Context: an optimization exercise on an open-source flow, tuned for small area and a short achievable clock period. The choices shown serve that exercise and are no tape-out recipe. Function was checked by simulation only, so behaviour that the tests miss may differ from the original. The clock port is modelled as an ideal driver; clocking choices that lean on that would not hold on a real chip. No activity file was given, so power comes from the tool's default toggle rates.

==> flow/design.v, too long to show whole: its modules and the start of the top module <==
// module sg_nand2: 1 lines
// module sg_nand3: 1 lines
// module sg_nor2: 1 lines
// module sg_nor2b: 1 lines
// module sg_inv: 1 lines
// module sg_xor2: 1 lines
// module sg_xnor2: 1 lines
// module sg_aoi21: 1 lines
// module sg_oai21: 1 lines
// module add_out: 976 lines
// module add_q: 836 lines
// module Scrambler: 72 lines
module Scrambler(
  input         clock,
  input         reset,
  input  [63:0] io_in,
  output [63:0] io_out
);
  // ...
==> flow/flow/run.sh <==
#!/bin/bash
# Layout flow: the standard flow (standard.sh, the ORFS make targets), run
# in two steps.  The layout differs from the standard flow in these settings
# only:
#  - synthesis is the standard one with ABC told that each gate drives a
#    1 fF load (ABC_LOAD_IN_FF=1; sky130hd's default is 5).  The adders are
#    written as one-gate modules that synthesis maps one at a time, and with
#    the default load ABC maps each to a larger drive strength than most
#    need (a21oi_2, nor2b_4); the resizer later upsizes the gates that timing
#    needs.  The registers are those of the standard synthesis;
#  - the pins are placed by flow/io.tcl (ORFS IO_CONSTRAINTS): io_in[i] and
#    io_out[i] side by side along the bottom edge in bit order, so that the
#    adder between them can be placed compactly;
#  - the port buffers that buffer_ports inserts are plain buffers (buf_2)
#    rather than the delay cell it would pick on its own;
#  - the resizer may swap a cell for one of another footprint
#    (MATCH_CELL_FOOTPRINT=0; sky130hd's platform config sets it to 1).
# Each step's full output goes to its own log file in the work folder.
set -euo pipefail
here=$(pwd)
bash standard.sh ABC_LOAD_IN_FF=1 synth > run_synth.log 2>&1
bash standard.sh "IO_CONSTRAINTS=$here/flow/io.tcl" IO_PIN_STEP=2 \
  "BUFFER_PORTS_ARGS=-buffer_cell sky130_fd_sc_hd__buf_2" \
  MATCH_CELL_FOOTPRINT=0 finish > run_layout.log 2>&1
==> flow/flow/io.tcl <==
# Pin placement, sourced at the end of floorplanning (ORFS IO_CONSTRAINTS).
# io_in[i] and io_out[i] sit side by side along the bottom edge, in bit order
# (bit 0 at the left), so that the io_in -> io_out adder can be placed as a
# compact strip next to its pins.  clock and reset go on the left edge.
set die [ord::get_die_area]
set W [expr {[lindex $die 2] - [lindex $die 0]}]
set H [expr {[lindex $die 3] - [lindex $die 1]}]
set pitch 0.46
set offset 0.23
set step $::env(IO_PIN_STEP)
set n 128
set span [expr {($n - 1) * $step * $pitch}]
set k [expr {int((($W - $span) / 2.0 - $offset) / $pitch)}]
for {set i 0} {$i < 64} {incr i} {
  foreach p [list "io_in\[$i\]" "io_out\[$i\]"] {
    place_pin -pin_name $p -layer met2 \
      -location [list [expr {$offset + $k * $pitch}] 0.242] -force_to_die_boundary
    incr k $step
  }
}
# the left edge's horizontal pins use met3 on a 0.68 um pitch (offset 0.34)
set row [expr {int(($H / 2.0 - 0.34) / 0.68)}]
place_pin -pin_name clock -layer met3 \
  -location [list 0.4 [expr {0.34 + $row * 0.68}]] -force_to_die_boundary
place_pin -pin_name reset -layer met3 \
  -location [list 0.4 [expr {0.34 + ($row + 8) * 0.68}]] -force_to_die_boundary
==> flow/standard.sh <==
#!/bin/bash
# synth_recipe.tcl (not shown) runs the flow's synth.tcl, then flattens the netlist and writes it again
# the make line also repeats each setting of config.mk as NAME=value (left out here)
make -C /OpenROAD-flow-scripts/flow DESIGN_CONFIG=/design/flow/config.mk WORK_HOME=/design/flow/orfs CLKGATE_MAP_FILE= SYNTH_SCRIPT=/design/flow/synth_recipe.tcl "${@:-finish}"
==> flow/config.mk <==
export PLATFORM = sky130hd
export DESIGN_NAME = Scrambler
export DESIGN_NICKNAME = Scrambler
export VERILOG_FILES = /design/flow/design.v
export SDC_FILE = /design/flow/constraint.sdc
export NUM_CORES = 4
export LEC_CHECK = 0
export CAP_MARGIN = 20
export CORE_MARGIN = 2
export CORE_UTILIZATION = 70
export CTS_CLUSTER_DIAMETER = 80
export CTS_CLUSTER_SIZE = 32
export SETUP_SLACK_MARGIN = 2.5
export SLEW_MARGIN = 20
export SYNTH_HIERARCHICAL = 1
export SYNTH_MINIMUM_KEEP_SIZE = 0
export TNS_END_PERCENT = 5
==> flow/constraint.sdc <==
create_clock -name core_clock -period 6.0 [get_ports {clock}]
set_input_delay 1.2000 -clock core_clock [delete_from_list [all_inputs] [get_ports {clock}]]
set_output_delay 1.2000 -clock core_clock [all_outputs]
set_load 0.01 [all_outputs]
==> impl_metrics.json, run 1 <==
{
  "grt_pass1_vias": 18140,
  "drt_iter0_markers": 999,
  "synth_seq_cells": 1479,
  "rsz0062_at_grt": "true",
  "finalCritPeriodShare_pct": 73.23,
  "route.met3.wl_mm": 2.057,
  "skew_ns": 0.03121,
  "clk_share_pct": 3.733,
  "numPlacedInstances": 3315,
  "cts_tree": "yes",
  "hp-start": "p4[39]$_DFF_P_",
  "clock_power_uw": 4400,
  "seq_power_uw": 10800,
  "dr.max_layer_used": "met4",
  "worst_r2r_endpoint": "q1[63]$_DFF_P_",
  "crit_arrival_ns": 3.19,
  "viasPerCell": 5.042,
  "clk_path_buf_depth": 3,
  "dp_slack_ns": 1.184,
  "grt-busiest-layer": "met2",
  "sh_seq_area_pct": 76.16,
  "outcome": "no timing/DRC/antenna violations",
  "fin_setup_tns_ns": 0,
  "postCtsHoldBufs": 0,
  "r2r-start": "m6$_DFF_P_"
}
==> run 2, diff against run 1 <==
--- a/flow/config.mk
+++ b/flow/config.mk
@@ -9,5 +9,6 @@
 export CORE_MARGIN = 2
-export CORE_UTILIZATION = 70
-export CTS_CLUSTER_DIAMETER = 80
-export CTS_CLUSTER_SIZE = 32
+export CORE_UTILIZATION = 65
+export CTS_BUF_LIST = sky130_fd_sc_hd__clkbuf_8
+export CTS_CLUSTER_DIAMETER = 60
+export CTS_CLUSTER_SIZE = 20
 export SETUP_SLACK_MARGIN = 2.5
==> run 2 against run 1 <==
Compared with the run above:
- fmax fell by 0.26%
- sequential cell count unchanged
- worst setup slack lost 0.011 ns
- final area grew 0.81%
- sequential power hardly changed
- clock power shrank 6.4%
- count of clock-buffer cells in the layout increased by 35
- still clean on timing, DRC and antenna
- wire length decreased by 10%
- register-to-register slack gained 0.31 ns
- worst hold slack worse by 0.0010 ns
==> impl_metrics.json, run 2 <==
{
  "outcome": "no timing/DRC/antenna violations",
  "grtUsageTotal_pct": 21.90,
  "layout_min_cycle_time_ns": 4.405,
  "async_flop_share_pct": 0,
  "cp-end-kind": "output port",
  "cts_tree": "yes",
  "clkSinkCount": 1479,
  "chipWidth_um": 236.2,
  "crit_required_ns": 4.80,
  "ys_types": 18,
  "yosysMostFrequentCell": "dfxtp_1",
  "wirelength_mm": 61.98,
  "drc": 0,
  "ant_nets": 0,
  "avgSynthCellArea_um2": 13.91,
  "grt_max_degree": 66,
  "fin_area_um2": 39200,
  "wl_met2_mm": 32.01,
  "cts_root_buf": "clkbuf_8",
  "synth_area_leader_cell": "dfxtp_1",
  "synth_edf_count": 0,
  "initial_core_util_pct": 65.39,
  "synth_seq_cells": 1479,
  "slowest_delay_ns": 0.25,
  "clk_path_buf_depth": 3,
  "multi_input_area_um2": 6067,
  "route.met3.wl_mm": 1.776,
  "crit_arrival_ns": 3.21,
  "postCtsHoldBufs": 0,
  "worst_slew_pin_slew_ns": 0.8008,
  "rr_worst_depth": 15,
  "dpl.hpwl_mm": 42.70,
  "syn_nets": 2588,
  "antenna_found_initial": 6,
  "p_leak_uw": 0.01607,
  "synth_top_area_share_pct": 84.47,
  "timing.fmax_ghz": 0.2270,
  "synth_commonest_cells": "dfxtp_1, nor2_1, o21ai_1",
  "die_h_um": 236.2,
  "crit_chain": "buf_2, nor2_2, nor2_4, a21oi_2, o21ai_4, a21oi_4, buf_6, clkinvlp_4, a21oi_4, o21ai_2, xor2_2, buf_2",
  "wl_per_cell_um": 17.81,
  "grt_pass1_vias": 16970,
  "slew_headroom_pct": 46.61,
  "worstPathMaxFanout": 5,
  "clk_latency_ns": 0.70,
  "hp-class": "reg -> reg",
  "overflow": 0,
  "final_common_cell": "dfxtp_1",
  "finalCritPeriodShare_pct": 73.42,
  "synthCells": 2520,
  "synth-warning-count": 7,
  "cp_num_buf_inv": 4,
  "drive_gt1_share_pct": 15.70,
  "drt_iter0_markers": 761,
  "viasPerCell": 4.858,
  "dpl_cell_area_um2": 36640,
  "syn_to_final_growth_pct": 11.82,
  "fin_util_pct": 73.13,
  "skew_ns": 0.02705,
  "grt_pass1_wl_mm": 91.73,
  "hold_viol_final": 0,
  "peakVddDrop_mv": 0.3749,
  "layout_common_cells": "dfxtp_1, nor2_1, o21ai_1, nor2b_1, buf_2",
  "crit_type": "in -> out",
  "htreeDepth": 3,
  "fp.dieArea_um2": 55800,
  "cp_top_family": "compound AO/OA/AOI/OAI gates",
  "critPathSlowestCell": "xor2_2",
  "route.vias.total": 16910,
  "cp-start-kind": "primary input",
  "fillers": 3502,
  "rows": 85,
  "path_depth": 12,
  "netlist_top_cells_area": "dfxtp_1, o21ai_1, nor2_1",
  "fin_setup_tns_ns": 0,
  "seqCellArea_um2": 29610,
  "maxCapViolations": 0,
  "ys_seq_area_share_pct": 84.47,
  "hold_depth": 0,
  "met1_length_mm": 23.89,
  "syn_area_um2": 35050,
  "setup_viol": 0,
  "core_um2": 53600,
  "fin_nets": 2839,
  "rsz0062_at_grt": "true",
  "io_buffers": 129,
  "synth-main-ff-cell": "dfxtp_1",
  "dr.max_layer_used": "met5",
  "final_max_slew_viol_count": 0,
  "drt_pass1_iterations": 5,
  "clkTransAtPathRegs_ns": 0.11,
  "cts_made_buffers": 87,
  "num_io_pins": 0,
  "power_density_nw_per_um2": 388.0,
  "place_congestion": 0.9038
}
-- run 2: cell counts after synthesis --
Identical to the previous run, type by type.
-- run 2: logic make-up (layout without fill, tap and decap cells) --
kind of cell | count (synthesis) | count (layout) | share of synthesized area [%]
other | 0 | 1 | 0
AOI/OAI and AO/OA | 318 | 318 | 4.558
and+or+nand+nor | 522 | 522 | 6.786
buffers and inverters | 69 | 332 | 0.8674
DFF | 1479 | 1479 | 84.47
xor gates and xnor gates | 130 | 130 | 3.248
adders and majority gates | 2 | 2 | 0.07138
-- run 2: layer usage --
layer / up-vias / track usage (%)
li1: 8450 / -
met3: 179 / 3.897
met5: - / 0
met2: 307 / 40.53
met4: 2 / 12.72
met1: 7968 / 23.39
-- run 2: layout make-up --
class	count	area share, %
sequential	1479	75.55
multi-input combinational	972	15.48
clock buffer	91	3.195
timing repair buffer	169	2.621
tap	696	2.222
inverter	61	0.6065
clock inverter	10	0.3001
timing repair inverter	1	0.01596
antenna	1	0.006384
-- run 2: path summary, 6_finish.rpt --
kind	to	slack (ns)	start
max	io_out[31]	1.59	io_in[6]
min	p3[62]$_DFF_P_	0.32	p2[62]$_DFF_P_
min reg2reg	p3[62]$_DFF_P_	0.32	p2[62]$_DFF_P_
max reg2reg	q1[63]$_DFF_P_	2.74	m6$_DFF_P_
-- run 2: report_power, final --
part	leakage, uW	internal [uW]	switching [uW]
logic	0.00289	119	207
registers	0.0125	10500	223
clock network	0.000718	1420	2700
total	0.0161	12100	3130
-- run 2: what timing repair did --
item,4_1_cts,5_1_grt
buffers inserted,17,21
pin swaps,17,57
cloned,1,0
endpoints found under the setup margin,90,95
resized for setup,44,162
-- run 2: metrics by stage --
step | setup WS, ns | power [uW] | hold slack [ns] | cells
after detailed placement | 1.033 | 11280 | 0.3121 | 3339
after CTS | 1.544 | 15320 | 0.3239 | 3458
after floorplan | 2.036 | 11040 | 0.3096 | 2520
after global placement | 1.037 | 11250 | 0.3095 | 3339
final | 1.595 | 15210 | 0.3219 | 3480
after global routing | 1.541 | 15760 | 0.3268 | 3480
-- run 2: Yosys stat by module, one instance, submodules excluded, excerpt --
module	copies in the design	cells inside	flip-flops and latches
sg_nand2	110	1	0
sg_nand3	64	1	0
sg_inv	57	1	0
Scrambler	1	1574	1479
sg_xor2	68	1	0
sg_aoi21	145	1	0
sg_oai21	170	1	0
add_out	1	1	0
sg_nor2	145	1	0
sg_xnor2	58	1	0
sg_nor2b	128	1	0
==> run 3, diff against run 2 <==
--- a/flow/flow/run.sh
+++ b/flow/flow/run.sh
@@ -13,3 +13,3 @@
 #    adder between them can be placed compactly;
-#  - the port buffers that buffer_ports inserts are plain buffers (buf_2)
+#  - the port buffers that buffer_ports inserts are plain buffers (buf_1)
 #    rather than the delay cell it would pick on its own;
@@ -22,3 +22,3 @@
 bash standard.sh "IO_CONSTRAINTS=$here/flow/io.tcl" IO_PIN_STEP=2 \
-  "BUFFER_PORTS_ARGS=-buffer_cell sky130_fd_sc_hd__buf_2" \
+  "BUFFER_PORTS_ARGS=-buffer_cell sky130_fd_sc_hd__buf_1" \
   MATCH_CELL_FOOTPRINT=0 finish > run_layout.log 2>&1
--- a/flow/config.mk
+++ b/flow/config.mk
@@ -10,5 +10,4 @@
 export CORE_UTILIZATION = 65
-export CTS_BUF_LIST = sky130_fd_sc_hd__clkbuf_8
-export CTS_CLUSTER_DIAMETER = 60
-export CTS_CLUSTER_SIZE = 20
+export CTS_CLUSTER_DIAMETER = 80
+export CTS_CLUSTER_SIZE = 32
 export SETUP_SLACK_MARGIN = 2.5
==> run 3 against run 2 <==
Compared with the run above:
- largest power group unchanged
- synthesized area is the same
- power increased by 2.2%
- wire length grew 1.1%
- critical path depth rose by 1
- register-to-register slack got worse by 0.67 ns
- clock skew grew 0.0035 ns
- sequential share of layout area increased by 0.11 points
- core utilization down 0.11 points
- clock power grew 8.0%
==> impl_metrics.json, run 3 <==
{
  "outcome": "no timing/DRC/antenna violations",
  "grt_pass1_vias": 16740,
  "final_max_slew_viol_count": 0,
  "crit_arrival_ns": 3.15,
  "reg2reg_slack_ns": 2.07,
  "syn_to_final_growth_pct": 11.65,
  "skew_ns": 0.03059,
  "cp-end-kind": "output port",
  "rr_worst_depth": 13,
  "maxCapViolations": 0,
  "grtUsageTotal_pct": 22.18,
  "drc": 0,
  "fin_setup_tns_ns": 0,
  "dpl_cell_area_um2": 36480,
  "drt_iter0_markers": 811,
  "synthCells": 2520,
  "numPlacedInstances": 3339,
  "synth_seq_cells": 1479,
  "core_um2": 53600,
  "fillers": 3523,
  "synth_top_area_share_pct": 84.47,
  "avgSynthCellArea_um2": 13.91,
  "fin_ws_ns": 1.652,
  "power.total_uw": 15540,
  "peakVddDrop_mv": 0.3281,
  "postCtsHoldBufs": 0,
  "drive_gt1_share_pct": 10.74,
  "worst_slew_pin_slew_ns": 0.8130,
  "crit_chain": "buf_1, nor2_1, nor2_2, nand2_2, nor2_4, nand2_1, o21ai_4, buf_12, inv_12, o21ai_4, buf_12, xor2_4, buf_1",
  "clk_latency_ns": 0.64,
  "timing.fmax_ghz": 0.2300,
  "ys_seq_area_share_pct": 84.47,
  "overflow": 0,
  "cp_num_buf_inv": 5,
  "yosysMostFrequentCell": "dfxtp_1",
  "syn_area_um2": 35050,
  "fp.dieArea_um2": 55800,
  "worst_r2r_endpoint": "q1[63]$_DFF_P_",
  "grt_pass1_wl_mm": 92.95,
  "initial_core_util_pct": 65.39,
  "num_io_pins": 0,
  "netlist_top_cells_area": "dfxtp_1, o21ai_1, nor2_1",
  "rsz0062_at_grt": "true",
  "path_depth": 13,
  "layout_min_cycle_time_ns": 4.348,
  "synth-main-ff-cell": "dfxtp_1",
  "seqCellArea_um2": 29610,
  "route.vias.total": 16800,
  "ant_nets": 0,
  "rows": 85,
  "fin_nets": 2808,
  "fin_area_um2": 39140,
  "antenna_found_initial": 6,
  "final_common_cell": "dfxtp_1",
  "wl_per_cell_um": 18.20,
  "synth_commonest_cells": "dfxtp_1, nor2_1, o21ai_1",
  "slew_headroom_pct": 45.80,
  "viasPerCell": 4.877,
  "dp_slack_ns": 1.194,
  "layout_common_cells": "dfxtp_1, nor2_1, o21ai_1, nor2b_1, a21oi_1",
  "setup_viol": 0,
  "synth_area_leader_cell": "dfxtp_1",
  "syn_nets": 2588,
  "finalCritPeriodShare_pct": 72.47,
  "multi_input_area_um2": 5927,
  "power_density_nw_per_um2": 396.9,
  "critPathSlowestCell": "xor2_4",
  "cts_tree": "yes",
  "layoutNonFillerInstCount": 3444,
  "whs_endpoint": "q15[24]$_DFF_P_",
  "n_antenna_cell": 0,
  "crit_type": "in -> out",
  "ys_types": 18,
  "dpl.hpwl_mm": 42.09,
  "grt_max_degree": 66,
  "cts_root_buf": "clkbuf_16",
  "async_flop_share_pct": 0,
  "cp_top_family": "buffers and inverters",
  "worstPathMaxFanout": 9,
  "hold_viol_final": 0,
  "htreeDepth": 2,
  "cts_made_buffers": 54,
  "clk_path_buf_depth": 3,
  "chipWidth_um": 236.2,
  "hold_depth": 0,
  "wirelength_mm": 62.68,
  "p_leak_uw": 0.01582,
  "clkSinkCount": 1479,
  "synth_edf_count": 0,
  "hp-start": "q14[24]$_DFF_P_",
  "slowest_delay_ns": 0.27,
  "cp-start-kind": "primary input",
  "drt_pass1_iterations": 5,
  "crit_required_ns": 4.80,
  "io_buffers": 129,
  "hp-class": "reg -> reg",
  "clkTransAtPathRegs_ns": 0.11,
  "synth-warning-count": 7,
  "die_h_um": 236.2,
  "r2r-start": "m6$_DFF_P_",
  "place_congestion": 0.8741
}
run 3: worst reg2reg max path: cells and delay by family (launching register included):
| kind | cells | cell delay (ns) |
|---|---|---|
| AOI/OAI and AO/OA | 11 | 3.05 |
| buffers and inverters | 1 | 0.18 |
| xor gates and xnor gates | 1 | 0.13 |
| DFF | 1 | 0.46 |
run 3: routing by layer:
metal  global-route usage [%]  routed length [um]  vias up
met1                    24.05               24330     7971
met5                        0                   0        -
li1                         -                   -     8389
met4                    13.12                4239        0
met3                    2.844                1499      177
met2                    41.38               32610      258
run 3: how the worst max path moves through the flow:
| stage | end | startpoint | slack [ns] |
|---|---|---|---|
| 2_1_floorplan | io_out[63] | io_in[0] | 2.04 |
| 3_3_place_gp | io_out[45] | io_in[0] | 1.21 |
| 3_5_place_dp | io_out[42] | io_in[0] | 1.19 |
| 4_1_cts | io_out[61] | io_in[0] | 1.64 |
| 5_1_grt | io_out[57] | io_in[28] | 1.56 |
| 6_report | io_out[42] | io_in[28] | 1.65 |
run 3: timing repair:
item	in CTS	in global routing
cloned	1	0
endpoints found under the setup margin	98	98
buffers inserted	26	14
resized for setup	154	79
pin swaps	46	41
run 3: cell families after synthesis:
group                      Yosys count  share of synthesized area (%)
DFF                               1479                          84.47
and+or+nand+nor                    522                          6.786
AOI/OAI and AO/OA                  318                          4.558
xor gates and xnor gates           130                          3.248
buffers and inverters               69                         0.8674
adders and majority gates            2                        0.07138
run 3: layout make-up:
type | count | share of cell area [%]
clock buffers | 57 | 3.536
clock inverters | 7 | 0.3389
inverters | 61 | 0.6170
flip-flops and latches | 1479 | 75.66
repair buffers | 172 | 2.478
multi-input cells | 972 | 15.14
well taps | 696 | 2.225
run 3: report_power, final:
| part | internal [uW] | switching, uW |
|---|---|---|
| Sequential | 10500 | 227 |
| Clock | 1740 | 2710 |
| Combinational | 107 | 208 |
| Total | 12400 | 3150 |
run 3: per-module statistics from Yosys, one instance, submodules excluded, a selection:
module | flip-flops and latches | cell area (um2) | times used | cells
sg_aoi21 | 0 | 5.005 | 145 | 1
sg_nand3 | 0 | 5.005 | 64 | 1
Scrambler | 1479 | 30070 | 1 | 1574
sg_xor2 | 0 | 8.758 | 68 | 1
sg_nor2 | 0 | 3.754 | 145 | 1
sg_oai21 | 0 | 5.005 | 170 | 1
sg_xnor2 | 0 | 8.758 | 58 | 1
sg_nand2 | 0 | 3.754 | 110 | 1
sg_inv | 0 | 3.754 | 57 | 1
add_out | 0 | 7.507 | 1 | 1
sg_nor2b | 0 | 6.256 | 128 | 1
run 3: metrics by stage:
stage	util [%]	hold slack, ns
2_1_floorplan	-	0.3096
3_3_place_gp	68.06	0.3097
3_5_place_dp	68.06	0.3121
4_1_cts	72.32	0.3296
5_1_grt	73.02	0.3342
6_report	73.02	0.3259
==> run 4, diff against run 3 <==
--- a/flow/flow/run.sh
+++ b/flow/flow/run.sh
@@ -13,6 +13,8 @@
 #    adder between them can be placed compactly;
-#  - the port buffers that buffer_ports inserts are plain buffers (buf_1)
+#  - the port buffers that buffer_ports inserts are plain buffers (buf_2)
 #    rather than the delay cell it would pick on its own;
 #  - the resizer may swap a cell for one of another footprint
-#    (MATCH_CELL_FOOTPRINT=0; sky130hd's platform config sets it to 1).
+#    (MATCH_CELL_FOOTPRINT=0; sky130hd's platform config sets it to 1);
+#  - after CTS, flow/post_cts.tcl (ORFS POST_CTS_TCL hook) runs a second
+#    round of timing repair.
 # Each step's full output goes to its own log file in the work folder.
@@ -22,3 +24,3 @@
 bash standard.sh "IO_CONSTRAINTS=$here/flow/io.tcl" IO_PIN_STEP=2 \
-  "BUFFER_PORTS_ARGS=-buffer_cell sky130_fd_sc_hd__buf_1" \
-  MATCH_CELL_FOOTPRINT=0 finish > run_layout.log 2>&1
+  "BUFFER_PORTS_ARGS=-buffer_cell sky130_fd_sc_hd__buf_2" \
+  MATCH_CELL_FOOTPRINT=0 "POST_CTS_TCL=$here/flow/post_cts.tcl" finish > run_layout.log 2>&1
==> flow/flow/post_cts.tcl (new file) <==
# Sourced at the end of ORFS's CTS step (POST_CTS_TCL), after its own timing
# repair and detailed placement: a second round of setup repair over every
# violating endpoint (against the same margin), then hold repair, then
# detailed placement again to legalize what the repair changed.
log_cmd estimate_parasitics -placement
log_cmd repair_timing -setup -setup_margin $::env(SETUP_SLACK_MARGIN) -repair_tns 100 -verbose
log_cmd repair_timing -hold -hold_margin 0 -verbose
log_cmd detailed_placement
check_placement -verbose
==> run 4 against run 3 <==
Compared with the run above:
- register-to-register slack gained 0.60 ns
- synthesized area is the same
- final area up 1.6%
- largest power group unchanged
==> impl_metrics.json, run 4 <==
{
  "p_leak_uw": 0.01631,
  "crit_required_ns": 4.80,
  "yosysMostFrequentCell": "dfxtp_1",
  "route.vias.total": 16880,
  "fin_ws_ns": 1.642,
  "initial_core_util_pct": 65.39,
  "grt_pass1_wl_mm": 95.81,
  "fin_nets": 2848,
  "cts_tree": "yes",
  "grt_max_degree": 66,
  "drt_pass1_iterations": 7,
  "synth_edf_count": 0,
  "dpl.hpwl_mm": 42.70,
  "fin_util_pct": 74.20,
  "synth_area_leader_cell": "dfxtp_1",
  "syn_area_um2": 35050,
  "numPlacedInstances": 3339,
  "netlist_top_cells_area": "dfxtp_1, o21ai_1, nor2_1",
  "clk_latency_ns": 0.64,
  "fp.dieArea_um2": 55800,
  "avgSynthCellArea_um2": 13.91,
  "timing.fmax_ghz": 0.2295,
  "peakVddDrop_mv": 0.3361,
  "ant_nets": 0,
  "ys_types": 18,
  "dpl_cell_area_um2": 36640,
  "grtUsageTotal_pct": 22.83,
  "clkSinkCount": 1479,
  "layoutNonFillerInstCount": 3486,
  "crit_type": "in -> out",
  "maxCapViolations": 0,
  "rsz0062_at_grt": "true",
  "antenna_found_initial": 5,
  "cp-end-kind": "output port",
  "overflow": 0,
  "power_density_nw_per_um2": 388.2,
  "synth_top_area_share_pct": 84.47,
  "fillers": 3396,
  "hp-class": "reg -> reg",
  "ys_seq_area_share_pct": 84.47,
  "synth_seq_cells": 1479,
  "drive_gt1_share_pct": 16.33,
  "worstPathMaxFanout": 5,
  "fin_area_um2": 39770,
  "place_congestion": 0.9038,
  "num_io_pins": 0,
  "drc": 0,
  "core_um2": 53600,
  "rows": 85,
  "synthCells": 2520,
  "syn_to_final_growth_pct": 13.47,
  "skew_ns": 0.03636,
  "synth-main-ff-cell": "dfxtp_1",
  "die_h_um": 236.2,
  "cp-start-kind": "primary input",
  "viasPerCell": 4.842,
  "slew_headroom_pct": 45.57,
  "final_max_slew_viol_count": 0,
  "setup_viol": 0,
  "worst_slew_pin_slew_ns": 0.8165,
  "wl_per_cell_um": 18.39,
  "fin_setup_tns_ns": 0,
  "critPathSlowestCell": "xor2_2",
  "clkTransAtPathRegs_ns": 0.11,
  "finalCritPeriodShare_pct": 72.64,
  "chipWidth_um": 236.2,
  "crit_chain": "buf_2, nor2_1, nor2_2, nand2_2, nor2_4, nand2_4, inv_2, nand2_1, o21ai_4, inv_2, o21ai_2, xor2_2, buf_2",
  "drt_iter0_markers": 734,
  "hold_viol_final": 0,
  "layout_min_cycle_time_ns": 4.358,
  "syn_nets": 2588,
  "synth_commonest_cells": "dfxtp_1, nor2_1, o21ai_1",
  "grt_pass1_vias": 17320,
  "wirelength_mm": 64.09,
  "io_buffers": 129,
  "final_common_cell": "dfxtp_1",
  "synth-warning-count": 7,
  "layout_common_cells": "dfxtp_1, nor2_1, nor2b_1, o21ai_1, buf_2",
  "outcome": "no timing/DRC/antenna violations",
  "async_flop_share_pct": 0,
  "crit_arrival_ns": 3.16,
  "dp_slack_ns": 1.033,
  "slowest_delay_ns": 0.25
}
-- run 4: final cells by class --
class                      count  area (um2)  share of cell area [%]
tap                          696       870.8                   2.189
sequential                  1479       29610                   74.45
clock buffer                  56        1338                   3.363
inverter                      61       241.5                  0.6071
timing repair inverter         1       8.758                 0.02202
clock inverter                 5       83.83                  0.2108
timing repair buffer         212        1378                   3.463
antenna                        4       10.01                 0.02517
multi-input combinational    972        6231                   15.67
-- run 4: cells by family after synthesis --
group	after synthesis	synth area share [%]
compound gates	318	4.558
xor+xnor	130	3.248
fa+ha+maj	2	0.07138
buf+inv	69	0.8674
flops	1479	84.47
simple gates	522	6.786
-- run 4: path summary, 6_finish.rpt --
kind	from	to	slack, ns	cells after the start
setup / recovery	io_in[32]	io_out[57]	1.64	13
hold / removal	p3[34]$_DFF_P_	p4[34]$_DFF_P_	0.31	0
setup reg to reg	m6$_DFF_P_	q1[63]$_DFF_P_	2.67	14
hold reg to reg	p3[34]$_DFF_P_	p4[34]$_DFF_P_	0.31	0
-- run 4: layer usage --
metal | track usage, % | up-vias | part of all wire (%) | wire length [um]
li1 | - | 8465 | - | -
met1 | 24.39 | 7978 | 38 | 24610
met2 | 42.70 | 265 | 52 | 33480
met3 | 2.926 | 168 | 2.4 | 1520
met4 | 14.08 | 2 | 7.0 | 4470
met5 | 0 | - | 0.019 | 12
-- run 4: per-stage QoR --
stage	hold slack, ns	total power [uW]
global route	0.3206	15950
finish	0.3148	15440
global placement	0.3095	11250
floorplan	0.3096	11040
detailed placement	0.3121	11280
-- run 4: where the power goes --
part           total [uW]  internal (uW)  switching, uW
registers           10800          10500            232
clock network        4320           1640           2680
logic                 348            135            213
total               15400          12300           3120
-- run 4: critical path, delay by kind of cell --
kind | cells | cell delay [ns]
simple gates | 6 | 0.86
buf+inv | 4 | 0.47
xor+xnor | 1 | 0.25
compound gates | 2 | 0.36
-- run 4: modules after synthesis, one instance, submodules excluded, excerpt --
module,flops+latches,cells,times used,cell area (um2)
sg_aoi21,0,1,145,5.005
sg_inv,0,1,57,3.754
sg_nand2,0,1,110,3.754
add_out,0,1,1,7.507
sg_xnor2,0,1,58,8.758
sg_nand3,0,1,64,5.005
sg_nor2,0,1,145,3.754
sg_oai21,0,1,170,5.005
Scrambler,1479,1574,1,30070
sg_xor2,0,1,68,8.758

-- separate check: timing with driven ports --
Ports are ideal in the flow. The routed layouts listed here were re-timed in OpenROAD.
Step 1, drivers: a clkbuf_16 drives clock and a buf_2 each remaining input, both assumed.
Step 2, shift: input delay + t, output delay - t, t = (earliest + latest rising clock arrival at the registers) / 2. This alone moves slack from input paths to output paths.
Three values: no drivers, after step 1, after step 2; two values: the first two.
| run | shift t [ns] | setup slack, ns | pins driven straight from the clock port |
|---|---|---|---|
| run 1 | 0.670 | 1.606 / 1.561 / 1.561 | 1 |
| run 2 | 0.728 | 1.595 / 1.567 / 1.567 | 1 |
| run 3 | 0.668 | 1.652 / 1.623 / 1.623 | 1 |
| run 4 | 0.666 | 1.642 / 1.590 / 1.590 | 1 |
After both steps setup and hold are still met in every run listed. The setup slack of run 4, which loses most, moves by -0.052 ns with the drivers and by -0.052 ns with both steps.
